This design comes from an exercise in tuning for small area and few clock cycles per item on the open sky130 flow, not from production work.

==> flow/design.v <==
`timescale 1ns/1ps
module subc_divide(
    input  logic         clk,
    input  logic         rst,
    input  logic         invalid,
    output logic         inready,
    input  logic [31:0]  a,
    input  logic [31:0]  b,
    input  logic [5:0]   nbits,
    input  logic         outready,
    output logic         outvalid,
    output logic [31:0]  z
);
    logic [31:0] b_r;       
    logic [31:0] q_r;       
    logic [1:0]  d_r;       
    logic [3:0]  cnt;       
    logic        busy;      
    logic        ov;        
    assign inready  = ~busy & (~ov | outready);
    assign outvalid = ov;
    assign z        = q_r >> d_r;
    wire acc = invalid & inready;
    function automatic logic [33:0] step(input logic [32:0] ni, input logic [31:0] bi);
        logic [32:0] t, x, p, g, c, gg, pp, gn, pn, s;
        logic        neg;
        neg = ni[32];
        t   = {ni[31:0], 1'b0};
        x   = neg ? {1'b0, bi} : ~{1'b0, bi};
        p   = t ^ x;
        g   = t & x;
        gg  = {g[32:1], g[0] | (p[0] & ~neg)};    
        pp  = p;
        for (int l = 0; l < 6; l++) begin
            gn = gg;
            pn = pp;
            for (int i = 0; i < 33; i++)
                if (((i >> l) & 1) == 1) begin
                    gn[i] = gg[i] | (pp[i] & gg[((i >> l) << l) - 1]);
                    pn[i] = pp[i] & pp[((i >> l) << l) - 1];
                end
            gg = gn;
            pp = pn;
        end
        c   = {gg[31:0], ~neg};                    
        s   = p ^ c;
        step = {~s[32], s};
    endfunction
    wire [31:0] bs = busy ? b_r : b;
    logic [32:0] n_r;
    wire [33:0] s1 = step(n_r, b_r);
    wire [32:0] n1 = busy ? s1[32:0] : {1'b0, a};
    wire [33:0] s2 = step(n1, bs);
    wire [33:0] s3 = step(s2[32:0], bs);
    wire [2:0]  qb = {s1[33], s2[33], s3[33]};
    logic [3:0] m_in;
    logic [1:0] d_in;
    always_comb begin
        m_in = 4'd1;
        d_in = 2'd0;
        for (int i = 3; i <= 32; i++)
            if (nbits == 6'(i)) begin
                m_in = 4'(1 + (i + 2 - 2) / 3);
                d_in = 2'(2 + 3 * ((i + 2 - 2) / 3) - i);
            end
        if (nbits == 6'd1)
            d_in = 2'd1;
    end
    always_ff @(posedge clk) begin
        n_r <= s3[32:0];
        b_r <= bs;
        if (acc)
            d_r <= d_in;
        if (acc)
            q_r <= (nbits == 6'd0) ? 32'd0 : {30'd0, qb[1:0]};
        else if (busy)
            q_r <= {q_r[28:0], qb};
        if (~busy)
            cnt <= m_in - 4'd1;
        else
            cnt <= cnt - 4'd1;
    end
    always_ff @(posedge clk) begin
        if (rst) begin
            busy <= 1'b0;
            ov   <= 1'b0;
        end else if (busy) begin
            if (cnt == 4'd1) begin
                busy <= 1'b0;
                ov   <= 1'b1;
            end
        end else if (acc) begin
            busy <= (m_in > 4'd1);
            ov   <= (m_in == 4'd1);
        end else if (outready) begin
            ov   <= 1'b0;
        end
    end
endmodule
export LEC_CHECK = 0
export CAP_MARGIN = 20
export CORE_MARGIN = 2
export CORE_UTILIZATION = 60
export CTS_BUF_LIST = sky130_fd_sc_hd__clkbuf_4 sky130_fd_sc_hd__clkbuf_8
export SLEW_MARGIN = 20
create_clock -name core_clock -period 8.0 [get_ports {clk}]
standard.sh (not shown) runs the stock make flow with config.mk's settings and CLKGATE_MAP_FILE= SYNTH_SCRIPT=/design/flow/synth_recipe.tcl, a recipe that flattens the netlist after the stock synthesis.
==> flow/flow/run.sh <==
#!/bin/bash
# The standard layout, with the port buffers made of the smallest buffer cell
# (buf_1) instead of the delay buffer buffer_ports picks by default. Every
# input and output port still gets its own buffer.
set -euo pipefail
export BUFFER_PORTS_ARGS="-buffer_cell sky130_fd_sc_hd__buf_1"
bash standard.sh finish > standard_flow.log 2>&1
The starting point produced a layout that fails on setup timing.
==> next run, changes <==
==> flow/design.v (replaced) <==
`timescale 1ns/1ps
module subc_divide(
    input  logic         clk,
    input  logic         rst,
    input  logic         invalid,
    output logic         inready,
    input  logic [31:0]  a,
    input  logic [31:0]  b,
    input  logic [5:0]   nbits,
    input  logic         outready,
    output logic         outvalid,
    output logic [31:0]  z
);
    logic [31:0] b_r;       
    logic [31:0] r_r;       
    logic [31:0] q_r;       
    logic [1:0]  d_r;       
    logic [3:0]  cnt;       
    logic        busy;      
    logic        ov;        
    assign inready  = ~busy & (~ov | outready);
    assign outvalid = ov;
    assign z        = q_r >> d_r;
    wire acc = invalid & inready;
    function automatic logic [32:0] step(input logic [31:0] ri, input logic [31:0] bi);
        logic [31:0] t, p, g, c, gg, pp, gn, pn;
        logic        qb;
        t  = {ri[30:0], 1'b0};
        p  = t ^ ~bi;
        g  = t & ~bi;
        gg = {g[31:1], g[0] | p[0]};        
        pp = p;
        for (int l = 0; l < 5; l++) begin
            gn = gg;
            pn = pp;
            for (int i = 0; i < 32; i++)
                if (((i >> l) & 1) == 1) begin
                    gn[i] = gg[i] | (pp[i] & gg[((i >> l) << l) - 1]);
                    pn[i] = pp[i] & pp[((i >> l) << l) - 1];
                end
            gg = gn;
            pp = pn;
        end
        c  = {gg[30:0], 1'b1};              
        qb = ri[31] | gg[31];
        step = {qb, qb ? (p ^ c) : t};
    endfunction
    wire [31:0] bs = busy ? b_r : b;
    wire [32:0] s1 = step(r_r, b_r);
    wire [31:0] r1 = busy ? s1[31:0] : a;
    wire [32:0] s2 = step(r1, bs);
    wire [32:0] s3 = step(s2[31:0], bs);
    wire [2:0]  qb = {s1[32], s2[32], s3[32]};
    logic [3:0] m_in;
    logic [1:0] d_in;
    always_comb begin
        m_in = 4'd1;
        d_in = 2'd0;
        for (int i = 3; i <= 32; i++)
            if (nbits == 6'(i)) begin
                m_in = 4'(1 + (i + 2 - 2) / 3);
                d_in = 2'(2 + 3 * ((i + 2 - 2) / 3) - i);
            end
        if (nbits == 6'd1)
            d_in = 2'd1;
    end
    always_ff @(posedge clk) begin
        r_r <= s3[31:0];
        b_r <= bs;
        if (acc)
            d_r <= d_in;
        if (acc)
            q_r <= (nbits == 6'd0) ? 32'd0 : {30'd0, qb[1:0]};
        else if (busy)
            q_r <= {q_r[28:0], qb};
        if (~busy)
            cnt <= m_in - 4'd1;
        else
            cnt <= cnt - 4'd1;
    end
    always_ff @(posedge clk) begin
        if (rst) begin
            busy <= 1'b0;
            ov   <= 1'b0;
        end else if (busy) begin
            if (cnt == 4'd1) begin
                busy <= 1'b0;
                ov   <= 1'b1;
            end
        end else if (acc) begin
            busy <= (m_in > 4'd1);
            ov   <= (m_in == 4'd1);
        end else if (outready) begin
            ov   <= 1'b0;
        end
    end
endmodule
What happened: With this change the flow completed without violations. Via count climbs by 19%. Synthesized area climbs by 6.7%. Utilization drops by 1.3 points. Critical path depth drops by 3. Cell count climbs by 13%. Sequential cell count drops by 1.
No functional check of the RTL was part of any run of this note.

-- afterwards: timing with drivers on the ports --
The flow's constraints put no driver on any port. The routed layouts listed below were extracted and timed again, unchanged, in two steps.
Step 1, drivers: a clkbuf_16 drives clk and a buf_2 each remaining input, both assumed.
Step 2, shift: input delay + t, output delay - t, t = (earliest + latest rising clock arrival at the registers) / 2. This alone moves slack from input paths to output paths.
Three values: ideal ports, drivers, drivers and shift; two values: the first two.
run	t, ns	slack for setup (ns)	worst setup path after step 2	clock arrival spread, ns	worst data-port slew with drivers (ns)
the first run	0.425	-0.028 / -0.028 / -0.028	register to register	0.012 / 0.012	0.05
the second run	0.433	0.253 / 0.253 / 0.253	register to register	0.018 / 0.018	0.06
